What follows belongs to an exercise in optimizing a design on an open flow for small area; a production flow would make more cautious choices. In this exercise RTL edits were held to simulation tests only and were not proved equivalent to the original. Power is estimated from default activity; no workload was simulated.

## run A
Design WS2812_module, start of the top module:
module WS2812_module #(
	parameter FAMILY          = "LIFCL",
	parameter LED_COUNT       = 32,
	parameter CLOCK_FREQUENCY = 38000000
)
(
	input wire				clk_i,
	input wire				resetn_i,
	output reg				led_ctl_o,					 
	output reg				int_o,						 
	output wire				debug_o,
	input wire				apb_penable_i,				 
	input wire				apb_psel_i,					 
	input wire				apb_pwrite_i,				 
	input wire [5:0]  	apb_paddr_i,
	input wire [31:0]	apb_pwdata_i,
	output reg [31:0]	apb_prdata_o,
	output reg				apb_pslverr_o,				 
	output reg				apb_pready_o
);
export LEC_CHECK = 0
export CAP_MARGIN = 20
export CORE_MARGIN = 2
export CORE_UTILIZATION = 80
export PLACE_DENSITY = 0.85
export SLEW_MARGIN = 20
export SYNTH_HIERARCHICAL = 1
create_clock -name core_clock -period 26.0 [get_ports {clk_i}]
standard.sh (not shown) runs the stock make flow with config.mk's settings and CLKGATE_MAP_FILE= SYNTH_SCRIPT=/design/flow/synth_recipe.tcl, a recipe that flattens the netlist after the stock synthesis.
==> flow/flow/run.sh <==
#!/bin/bash
# The standard layout (standard.sh, all ORFS steps), with two changes:
#  - port buffers are buf_1 instead of the flow's default choice;
#  - CTS settings below (no dummy loads).
# Each tool's output is in the ORFS logs under orfs/logs; make's output in standard.log.
set -e
export BUFFER_PORTS_ARGS="-buffer_cell sky130_fd_sc_hd__buf_1"
export CTS_ARGS="-sink_clustering_enable -repair_clock_nets -dont_use_dummy_load -buf_list sky130_fd_sc_hd__clkbuf_8 -sink_clustering_size 18 -sink_clustering_max_diameter 50"
bash standard.sh > standard.log 2>&1
Inputs modified between run A and run B:
--- a/flow/design.v
+++ b/flow/design.v
@@ -31,35 +31,34 @@
 reg [3:0]   cc;
 reg [4:0]   bitc;
 reg [4:0]   ledc;										 
 wire strobe  = resetn_i & apb_psel_i & apb_penable_i & ~apb_pready_o;	 
 wire wr      = strobe & apb_pwrite_i;
 wire wr_ctrl = wr & (apb_paddr_i == 6'h4);
 wire wr_col  = wr & (apb_paddr_i == 6'h8);
 wire wr_num  = wr & (apb_paddr_i == 6'hC);
 wire col_we  = wr_col & (apb_pwdata_i[31:29] == 3'b0);
-wire [7:0] led_number_d;
-ws2812_ld #(8) u_ld_num (.ld(wr_num), .ld_n(~wr_num), .d(apb_pwdata_i[31:24]), .q(led_number), .y(led_number_d));
 always @(posedge clk_i or negedge resetn_i) begin
 	if (~resetn_i) begin
 		apb_pready_o     <= 1'b0;
 		auto_send        <= 1'b1;
 		int_enable       <= 1'b0;
 		trigger_transmit <= 1'b0;
 		led_number       <= 8'h0;
 	end
 	else begin
 		apb_pready_o <= strobe;
 		if (wr_ctrl) begin
 			auto_send  <= apb_pwdata_i[0];
 			int_enable <= apb_pwdata_i[2];
 		end
-		led_number <= led_number_d;
+		if (wr_num)
+			led_number <= apb_pwdata_i[31:24];
 		if (~apb_pready_o) begin
 			if (led_sending)
 				trigger_transmit <= 1'b0;
 			if (wr_ctrl & apb_pwdata_i[1])
 				trigger_transmit <= 1'b1;
 			if (wr_col)
 				trigger_transmit <= auto_send;
 		end
 	end
@@ -73,25 +72,25 @@
 function [5:0] coord;
 	input [4:0] x;
 	if (x[1:0] != 2'd3)
 		coord = {1'b0, x[4:2], x[1:0]};
 	else if (x[3:2] != 2'd3)
 		coord = {3'b100, x[4], x[3:2]};
 	else
 		coord = {4'd10, 1'b0, x[4]};
 endfunction
-wire [29:0] wbuf_d;
-ws2812_ld #(30) u_ld_wbuf (.ld(col_we), .ld_n(~col_we), .d({apb_pwdata_i[23:0], coord(apb_pwdata_i[28:24])}),
-                          .q({wbuf, wr_r, wr_j}), .y(wbuf_d));
 always @(posedge clk_i) begin
 	ph3 <= ph3[1] ? 2'd0 : ph3 + 2'd1;
 	ph2 <= ~ph2;
-	{wbuf, wr_r, wr_j} <= wbuf_d;
+	if (col_we) begin
+		wbuf         <= apb_pwdata_i[23:0];
+		{wr_r, wr_j} <= coord(apb_pwdata_i[28:24]);
+	end
 end
 wire [10:0] ins, ins_n;
 ws2812_ins u_ins (.wr_r(wr_r), .wr_j(wr_j), .ph3(ph3), .ph2(ph2), .ins(ins), .ins_n(ins_n));
 always @(posedge clk_i) begin
 	slots[0 +: 24] <= ({24{ins[0]}} & wbuf) | ({24{ins_n[0]}} & slots[48 +: 24]);
 	slots[24 +: 24] <= slots[0 +: 24];
 	slots[48 +: 24] <= slots[24 +: 24];
 end
 always @(posedge clk_i) begin
@@ -295,27 +294,18 @@
 	input wire        fe,
 	input wire        hold,
 	input wire [23:0] pwd,
 	input wire [23:0] wo,
 	input wire [23:0] cur,
 	output wire [23:0] y_n
 );
 assign y_n = ~(({24{wt}} & pwd) | ({24{fe}} & wo) | ({24{hold}} & cur));
 endmodule
-module ws2812_ld #(parameter W = 1) (
-	input wire         ld,
-	input wire         ld_n,
-	input wire [W-1:0] d,
-	input wire [W-1:0] q,
-	output wire [W-1:0] y
-);
-assign y = ({W{ld}} & d) | ({W{ld_n}} & q);
-endmodule
 module ws2812_inv (input wire a, output wire y);
 assign y = ~a;
 endmodule
 module ws2812_ins (
 	input wire [3:0] wr_r,
 	input wire [1:0] wr_j,
 	input wire [1:0] ph3,
 	input wire       ph2,
 	output wire [10:0] ins,
## What came out
Against run A, setup skew after layout in run B came out worse. Final critical path time including I/O delays and setup, run A and run B: larger value in run B. ~same power of the sequential group in run A and run B. Per the comparison of run B with run A, global-route wire length before repair -0.45%; placed wire-length estimate -2.8%; area of combinational cells with multiple inputs -about 3%; met3 routing resource usage after global routing +1.0 points; utilization after layout +0.20 points. Of run A and run B, run A shows the lower global-route usage, with run B above it. Of run A and run B, the run reporting the lower final cycle utilization of the critical path was run A. Looking at run A and run B, the fraction of the mapped netlist area in adder cells is a wash. Looking at final hold slack across run A and run B, the one that comes out higher is run B. Against run A, run B comes in 1.0 points higher on sequential share of layout area. Looking at run A and run B, the die area is a wash.

[afterwards: timing with drivers on the ports]
How much do the figures lean on ideal ports? The routed layouts below were timed once more, with nothing changed but the port constraints.
Step 1 assumes that a clkbuf_16 drives the clock port and a buf_2 every other input.
Step 2, shift: input delay + t, output delay - t, t = (earliest + latest rising clock arrival at the registers) / 2. This alone moves slack from input paths to output paths.
Three values: ideal, step 1, step 2; two values: the first two.
run | shift t [ns] | slack for setup (ns) | hold slack, ns | worst setup path after step 2
run A | 0.662 | 14.600 / 14.566 / 14.566 | 0.286 / 0.286 / 0.286 | input to output
run B | 0.645 | 14.157 / 14.137 / 14.137 | 0.314 / 0.314 / 0.314 | input to output
After both steps setup and hold are still met in every run listed. The setup slack of run A, which loses most, moves by -0.034 ns with the drivers and by -0.034 ns with both steps.
